This is an optimization exercise on Yosys and OpenROAD, whose aim is small area and a short achievable clock period, not a production implementation. No run shown here included a check of the RTL's function; only the layout flow was run.

## flow/design.v (module list and top-level ports; edited modules follow where they fit)
// module wcopy: 7 lines
// module systolic_array: 1400 lines
module systolic_array #(
    parameter M           = 5,
    parameter N           = 3,
    parameter K           = 4,
    parameter DATA_WIDTH  = 32
) (
    input clk,
    input rst_n,
    input [DATA_WIDTH*M-1:0] X,
    input [DATA_WIDTH*K-1:0] W,
    output reg [DATA_WIDTH*M*K-1:0] Y,
    output done
);
  // ...
==> flow/flow/run.sh <==
#!/bin/bash
# The standard layout with two changes:
#  - input and output ports are buffered with plain buffers (buf_1) instead
#    of the delay cells buffer_ports picks by default;
#  - after the standard synthesis, fa_polarity.py complements some full
#    adders (a full adder is self-dual) so that fewer inverters are needed
#    between them; registers and all other cells are unchanged.
set -euo pipefail
export BUFFER_PORTS_ARGS="-buffer_cell sky130_fd_sc_hd__buf_1"
RES=orfs/results/${FLOW_PLATFORM}/systolic_array/base
bash standard.sh synth > make_synth.log 2>&1
python3 flow/fa_polarity.py $RES/1_2_yosys.v $RES/1_2_yosys.pol.v > fa_polarity.log 2>&1
cp $RES/1_2_yosys.v 1_2_yosys.standard.v
mv $RES/1_2_yosys.pol.v $RES/1_2_yosys.v
rm -f $RES/1_synth.odb $RES/1_synth.sdc
bash standard.sh > make_layout.log 2>&1
==> flow/flow/fa_polarity.py <==
#!/usr/bin/env python3
"""Remove inverters around full adders in a mapped netlist.

A full adder is self-dual: complementing its three inputs complements both
outputs.  This script chooses, for each sky130 fa cell, whether to use it in
complemented form so that as few inverters as possible are needed, removes
the netlist's inverters (inv/clkinv) and inserts one inverter per net that
still needs a complemented copy.  Registers, ports and every other cell are
left as they are; the netlist computes the same function.

usage: fa_polarity.py IN.v OUT.v
"""
import re, sys, random, collections

src = open(sys.argv[1]).read()
cell_re = re.compile(r'^(\s*)(sky130_fd_sc_hd__\w+)\s+(\S+)\s*\((.*?)\);\s*$', re.S | re.M)
pin_re = re.compile(r'\.(\w+)\(([^()]*)\)')
OUTPINS = {'X', 'Y', 'Q', 'Q_N', 'SUM', 'COUT', 'HI', 'LO'}

m = re.search(r'^\s*module\s+(\w+)\s*\(([^)]*)\);', src, re.M)
ports = set(p.strip() for p in m.group(2).split(','))
def is_port_net(n):
    base = n.split('[')[0].strip()
    return base in ports

cells = []   # [typ, name, pins(dict pin->net), span]
for mm in cell_re.finditer(src):
    typ = mm.group(2).split('__')[1]
    pins = {p: n.strip() for p, n in pin_re.findall(mm.group(4))}
    cells.append([typ, mm.group(3), pins, mm.span()])

def is_inv(t): return re.match(r'(clk)?inv_\d+$', t) is not None
def is_fa(t): return re.match(r'fa_\d+$', t) is not None

drv = {}
for i, (t, n, pins, _) in enumerate(cells):
    for p, net in pins.items():
        if p in OUTPINS:
            drv[net] = i
# inverters we may remove: those whose output is not a port
removable = set()
for i, (t, n, pins, _) in enumerate(cells):
    if is_inv(t) and not is_port_net(pins['Y']):
        removable.add(i)

def source(net):
    par = 0
    seen = 0
    while net in drv and drv[net] in removable:
        par ^= 1
        net = cells[drv[net]][2]['A']
        seen += 1
        assert seen < 100
    return net, par

# every input pin of a kept cell: (cell, pin, source net, parity)
uses = []
for i, (t, n, pins, _) in enumerate(cells):
    if i in removable:
        continue
    for p, net in pins.items():
        if p in OUTPINS:
            continue
        if not (net.startswith('_') or net.startswith('\\') or re.match(r'[A-Za-z]', net)):
            continue  # constants
        s, par = source(net)
        uses.append((i, p, s, par))

fas = [i for i, c in enumerate(cells) if is_fa(c[0])]
flip = collections.defaultdict(int)
bysrc = collections.defaultdict(list)
for u in uses:
    bysrc[u[2]].append(u)

def netcost(s):
    d = drv.get(s)
    fd = flip[d] if d is not None else 0
    need1 = any(par ^ fd ^ flip[i] for (i, p, _, par) in bysrc[s])
    return 1 if need1 else 0

famnets = collections.defaultdict(set)
for s, us in bysrc.items():
    d = drv.get(s)
    if d is not None and is_fa(cells[d][0]):
        famnets[d].add(s)
    for (i, p, _, par) in us:
        if is_fa(cells[i][0]):
            famnets[i].add(s)

def total():
    return sum(netcost(s) for s in bysrc)

before = total()
rng = random.Random(1)
best = before
order = list(fas)
for rnd in range(40):
    rng.shuffle(order)
    changed = False
    for f in order:
        nets = famnets[f]
        b = sum(netcost(s) for s in nets)
        flip[f] ^= 1
        a = sum(netcost(s) for s in nets)
        if a < b or (a == b and rng.random() < 0.3):
            changed = changed or a < b
        else:
            flip[f] ^= 1
    cur = total()
    if cur < best:
        best = cur
        bestflip = dict(flip)
    if rnd > 10 and not changed:
        break
if best < before:
    flip = collections.defaultdict(int, bestflip)
else:
    flip = collections.defaultdict(int)
after = total()

# rewrite
newinv = {}
newwires = []
def inverted(s):
    if s not in newinv:
        k = len(newinv)
        w = f"_polinv{k}_"
        newinv[s] = w
        newwires.append(w)
    return newinv[s]

out_cells = {}
for i, (t, n, pins, span) in enumerate(cells):
    if i in removable:
        out_cells[i] = None
        continue
    np = dict(pins)
    for p, net in pins.items():
        if p in OUTPINS:
            continue
    out_cells[i] = np
for (i, p, s, par) in uses:
    d = drv.get(s)
    fd = flip[d] if d is not None else 0
    need = par ^ fd ^ flip[i]
    out_cells[i][p] = inverted(s) if need else s

def esc(v):
    return v + " " if v.startswith("\\") else v

def fmt(t, n, pins, indent):
    body = ",\n".join(f"{indent}  .{p}({esc(v)})" for p, v in pins.items())
    return f"{indent}sky130_fd_sc_hd__{t} {n} (\n{body}\n{indent});"

pieces = []
last = 0
for i, (t, n, pins, span) in enumerate(cells):
    pieces.append(src[last:span[0]])
    last = span[1]
    if out_cells[i] is None:
        continue
    # keep original formatting of the instance, only pin values change
    indent = re.match(r'\s*', src[span[0]:span[1]]).group(0).lstrip('\n')
    pieces.append("\n" + fmt(t, n, out_cells[i], indent if indent else "  "))
pieces.append(src[last:])
text = "".join(pieces)
# declarations and new inverters
decl = "".join(f"  wire {w};\n" for w in newwires)
insts = "".join(f"  sky130_fd_sc_hd__inv_1 _polinvc{k}_ (\n    .A({esc(s)}),\n    .Y({w})\n  );\n"
                for k, (s, w) in enumerate(newinv.items()))
pos = text.rfind("endmodule")
text = text[:pos] + insts + text[pos:]
# wires right after the module's port list declarations: before first cell
first = cell_re.search(text).start()
text = text[:first] + "\n" + decl + text[first:]
open(sys.argv[2], "w").write(text)
print(f"fa_polarity: {len(fas)} full adders, {sum(flip.values())} complemented; "
      f"inverters {len(removable)} removable -> {len(newinv)} inserted (cost before flips {before})",
      file=sys.stderr)
==> flow/standard.sh <==
#!/bin/bash
# synth_recipe.tcl (not shown) runs the flow's synth.tcl, then flattens the netlist and writes it again
# the make line also repeats each setting of config.mk as NAME=value (left out here)
make -C /OpenROAD-flow-scripts/flow DESIGN_CONFIG=/design/flow/config.mk WORK_HOME=/design/flow/orfs CLKGATE_MAP_FILE= SYNTH_SCRIPT=/design/flow/synth_recipe.tcl "${@:-finish}"
==> flow/config.mk <==
export PLATFORM = sky130hd
export DESIGN_NAME = systolic_array
export DESIGN_NICKNAME = systolic_array
export VERILOG_FILES = /design/flow/design.v
export SDC_FILE = /design/flow/constraint.sdc
export NUM_CORES = 8
export LEC_CHECK = 0
export ABC_AREA = 1
export CAP_MARGIN = 20
export CORE_MARGIN = 2
export CORE_UTILIZATION = 55
export CTS_CLUSTER_DIAMETER = 150
export CTS_CLUSTER_SIZE = 20
export PLACE_DENSITY = 0.65
export SETUP_SLACK_MARGIN = 5
export SLEW_MARGIN = 20
export SYNTH_HIERARCHICAL = 1
==> flow/constraint.sdc <==
create_clock -name core_clock -period 8.5 [get_ports {clk}]
set_input_delay 1.7000 -clock core_clock [delete_from_list [all_inputs] [get_ports {clk}]]
set_output_delay 1.7000 -clock core_clock [all_outputs]
set_load 0.01 [all_outputs]
==> summary.txt, run 1 <==
Outcome
  • Status: complete, no violations

Clock network
  • CTS Buf Count: 117
  • Sink Count: 2,143
  • Longest Clk Path Bufs: 3
  • Hold-fix buffers, CTS: 0
  • H-tree levels: 3

Final layout
  • Reg area: 49,500 um2
  • Diodes inserted: 30
  • Max reg flops: 640
  • Core Util, Final: 0.617
  • Area-dominant class: multi-input gates
  • Final cell count without fillers: 16,400
  • Share of layout cells above drive strength 1: 0.0887
  • # fillers: 18,900

Critical path
  • WP depth: 9
  • Worst Path Max Fanout: 13
  • Flop-to-flop setup slack: 4.96 ns
  • CP max stage delay: 0.56 ns
  • Worst flop-to-flop path startpoint: row[1].eone[7]
  • Crit path capture type: flip-flop
  • CP most frequent cell: fa_1

STA
  • Clock skew: 0.0981 ns
  • Final Cycle Share: 0.417
  • Rel. slew slack: 0.153
  • Final hold slack: 0.293 ns
  • Tmin final: 3.54 ns

Placed design
  • Placed cells: 15,900
  • Gpl congestion: 0.970

Global routing
  • Global-route wire length before repair: 667 mm
  • GR Overflow Total: 0

Routing
  • Number of vias per cell: 5.91
  • 1st-iter DRT viols: 10,900
  • 1st-pass router iterations: 8

Die
  • Tap Cells: 2,975

Synthesis
  • Avg Cell Area, Syn: 9.89 um2
  • Warnings from Yosys: 10

Worst hold path
  • Worst hold endpoint: wq[5][1]
  • Worst Hold Launch: wq[6][1]
  • Cells on Worst Hold Path: 0
==> run 2, diff against run 1 <==
--- a/flow/design.v
+++ b/flow/design.v
@@ -80,20 +80,20 @@
         for (k = 0; k < 16; k = k + 1) begin
             b2 = x[2*k+1];
             b1 = x[2*k];
             b0 = (k == 0) ? 1'b0 : x[(k == 0) ? 0 : 2*k-1];
             btwo[k] = (b2 & ~b1 & ~b0) | (~b2 & b1 & b0);
         end
     end
 endfunction
-wire [31:0] wsh [0:2];
+wire [31:0] wsh [0:0];
 genvar c;
 generate
-    for (c = 0; c < 3; c = c + 1) begin : wcp
+    for (c = 0; c < 1; c = c + 1) begin : wcp
         wcopy wc (.clk(clk), .d(wq0_d), .q(wsh[c]));
     end
 endgenerate
 genvar i;
 generate
     for (i = 0; i < M; i = i + 1) begin : row
         reg [31:0] xr0;
         wire [31:0] xr1 = Y[32*(4*i+2) +: 32];
@@ -102,17 +102,17 @@
         wire [31:0] xr0_d = ldany ? X[32*i +: 32] : xr1;
         always @(posedge clk) begin
             xr0 <= xr0_d;
             eone <= bone(xr0_d);
             etwo <= btwo(xr0_d);
         end
         wire [31:0] sum;
         wire [31:0] x = xr0;
-        wire [31:0] w = wsh[i * 3 / 5];
+        wire [31:0] w = wsh[i * 1 / 5];
         wire uclr = clr[i];
         reg [31:0] acc;        
         wire [31:0] accm = uclr ? 32'd0 : acc;
         wire one0 = eone[0];
         wire two0 = etwo[0];
         wire neg0 = x[1];
         wire one1 = eone[1];
         wire two1 = etwo[1];
==> run 2 against run 1 <==
Still clean. Critical path depth unchanged. Cell area is 0.36% lower. Non-clock buffer count decreased by 33. Critical endpoint is now row[4].etwo[3]. Largest cell class unchanged. Highest routed layer unchanged.
==> summary.txt, run 2 <==
Routing
  • Vias: 97,100 (was 97,200)
  • Drt total wl: 462 mm (was 464 mm)
  • Remaining DRCs: 0 (unchanged)
  • 1st-iter DRT viols: 11,500 (was 10,900)
  • Antenna Nets Post-Route: 0 (unchanged)
  • Routed len/inst: 28.5 um (was 28.2 um)
  • 1st-pass router iterations: 10 (was 8)
  • Number of vias per cell: 5.98 (was 5.91)

Global routing
  • Total GRT Usage: 0.397 (was 0.400)
  • Vias in the first global route: 96,700 (was 97,100)
  • Largest net degree at the start of global routing: 114 (was 193)
  • GR Overflow Total: 0 (unchanged)
  • Antenna violations before repair: 36 (was 41)
  • Global-route wire length before repair: 652 mm (was 667 mm)

Clock network
  • CTS Root Cell: clkbuf_16 (unchanged)
  • CTS Buf Count: 113 (was 117)
  • H-tree levels: 3 (unchanged)
  • CTS tree: done (unchanged)
  • Sink Count: 2,079 (was 2,143)
  • Clk pin slew, worst setup/hold paths: 0.10 ns (was 0.09 ns)
  • Longest Clk Path Bufs: 3 (unchanged)
  • Clock latency at the later pin of the worst-skew pair: 0.88 ns (was 0.89 ns)

Die
  • Starting Density: 0.554 (about the same)
  • Die ar.: 225,000 um2 (was 228,000 um2)
  • Die width: 474 um (was 477 um)
  • Core area: 220,000 um2 (was 222,000 um2)
  • Die extent in y: 474 um (was 477 um)
  • Total I/O pin count: 931 (unchanged)
  • Site Rows: 172 (was 173)

STA
  • Final Setup Violations: 0 (unchanged)
  • Setup ws final: 4.87 ns (was 4.96 ns)
  • Rel. slew slack: 0.229 (was 0.153)
  • Final Cycle Share: 0.427 (was 0.417)
  • Worst slew pin tran: 1.15 ns (was 1.26 ns)
  • Tmin final: 3.63 ns (was 3.54 ns)
  • Top achievable clock speed: 276 MHz (was 282 MHz)
  • Clock skew: 0.0547 ns (was 0.0981 ns)
  • Final Max Slew Viols: 0 (unchanged)
  • Unrepaired setup endpoints after global routing: true (unchanged)
  • TNS Setup: 0 ns (unchanged)
  • Final Hold Viols: 0 (unchanged)

Critical path
  • Worst EP arrival: 4.29 ns (was 4.22 ns)
  • Worst flop-to-flop path startpoint: ld[0] (was row[1].eone[7])
  • Startpoint types: flip-flop (unchanged)
  • Crit path capture type: flip-flop (unchanged)
  • Flop-to-flop setup slack: 4.87 ns (was 4.96 ns)
  • Worst setup path class: reg -> reg (unchanged)
  • Worst Path Max Fanout: 113 (was 13)
  • R2r worst-path depth: 9 (unchanged)
  • CP required: 9.16 ns (was 9.18 ns)
  • R2R Path End: row[4].etwo[3] (was row[1].ra_30_3)

Synthesis
  • Syn Inst Count: 12,400 (about the same)
  • Avg Cell Area, Syn: 9.85 um2 (was 9.89 um2)
  • Mapped Area: 122,000 um2 (was 123,000 um2)
  • Warnings from Yosys: 10 (unchanged)
  • Syn nets: 14,100 (was 14,200)

Final layout
  • Layout Nets: 14,900 (was 15,100)
  • Top flop regs: Y: 640 flops, wq: 288 flops, row.acc: 160 flops (unchanged)
  • Area grow syn2layout: 12.4% (was 11.5%)
  • Max reg flops: 640 (unchanged)
  • Most common cell after layout, fill and taps aside: nand2_1 (unchanged)
  • Most frequent cells in the layout: nand2_1 (2,122), inv_1 (1,412), xor2_1 (1,403) (was nand2_1 (2,117), inv_1 (1,442), dfxtp_1 (1,428))
  • Largest reg by FF count: Y (unchanged)
  • Share of layout cells above drive strength 1: 0.0853 (was 0.0887)

Placed design
  • DP HPWL: 305 mm (was 331 mm)
  • Pre-CTS setup slack: 3.49 ns (was 4.25 ns)
  • Port Buffer Count: 930 (unchanged)
  • Gpl congestion: 0.984 (was 0.970)

Worst hold path
  • Cells on Worst Hold Path: 0 (unchanged)
  • Worst Hold Launch: wq[3][21] (was wq[6][1])
  • Hold Crit Class: reg -> reg (unchanged)
  • Worst hold endpoint: wq[2][21] (was wq[5][1])

Outcome
  • Status: complete, no violations (unchanged)

Job
  • Total of max-cap violations: 0 (unchanged)
==> run 2: area by class of cell <==
class                   instances  area (um2)
multi-input cells            8004       66000
flip-flops and latches       2079       48300
repair inverters               20         135
diodes                         24        60.1
well taps                    2958        3700
inverters                    1533        6440
fillers                     18300       83000
clock inverters                 7         170
clock buffers                 195        3140
repair buffers               1413        8840
==> run 2: per-stage QoR <==
step | area (um2) | utilization | std cells | hold WS (ns)
after floorplan | 122000 | - | 12400 | 0.310
after global placement | 128000 | 0.581 | 15700 | 0.310
after detailed placement | 128000 | 0.581 | 15700 | 0.312
after CTS | 134000 | 0.610 | 16100 | 0.326
after global routing | 137000 | 0.622 | 16200 | 0.330
final | 137000 | 0.622 | 16200 | 0.324
==> run 2: repair_timing <==
action                     CTS  global route
hold buffers                 0             0
setup endpoints to repair  688           322
pin swaps                   19            69
buffers inserted           137           107
cloned                      32            22
gates resized for setup    333           296
==> run 2: how the worst max path moves through the flow <==
stage                      to  slack, ns       startpoint
5_1_grt        row[4].etwo[3]       4.85            ld[0]
2_1_floorplan          Y[100]       5.12            wy[3]
3_5_place_dp   row[4].ra_30_3       3.49  wcp[0].wc.q[14]
6_report       row[4].etwo[3]       4.87            ld[0]
4_1_cts        row[4].ra_30_3       4.90   row[4].xr0[17]
3_3_place_gp   row[4].ra_30_3       3.54  wcp[0].wc.q[14]
==> run 2: worst max-delay path, cell delays in order, from the launching register on <==
cell and delay (ns):
dfstp_2 0.38, buf_8 0.21, nor2_4 0.15, buf_6 0.48, nand2_8 0.42, buf_16 0.35, o21ai_4 0.51, inv_1 0.27
nand3_1 0.12, nand2_1 0.23
==> run 2: metal layers <==
metal / vias up / track usage / wire, um
met2: 6268 / 0.592 / 197000
met4: 40 / 0.235 / 34700
li1: 41500 / - / -
met5: - / 0 / 413
met1: 47600 / 0.504 / 172000
met3: 1682 / 0.129 / 58000

## separate check: timing with driven ports
Ports are ideal in the flow. The routed layouts listed here were re-timed in OpenROAD.
Step 1 assumes that a clkbuf_16 drives the clock port and a buf_2 every other input.
Step 2 times the ports against the registers' clock, not the clock port: input delays grow and output delays shrink by t, the midpoint of the rising clock arrivals with the driver on.
a / b / c = no drivers / after step 1 / after step 2; a / b = the first two.
| run | shift t [ns] | setup WS [ns] | worst setup path at the end | clock arrival spread, ns | cell pins on the clock port's net |
|---|---|---|---|---|---|
| run 1 | 0.952 | 4.958 / 4.893 / 4.958 | register to register | 0.101 / 0.101 | 1 |
| run 2 | 0.956 | 4.875 / 4.875 / 4.875 | register to register | 0.057 / 0.057 | 1 |
After both steps setup and hold are still met in every run listed.
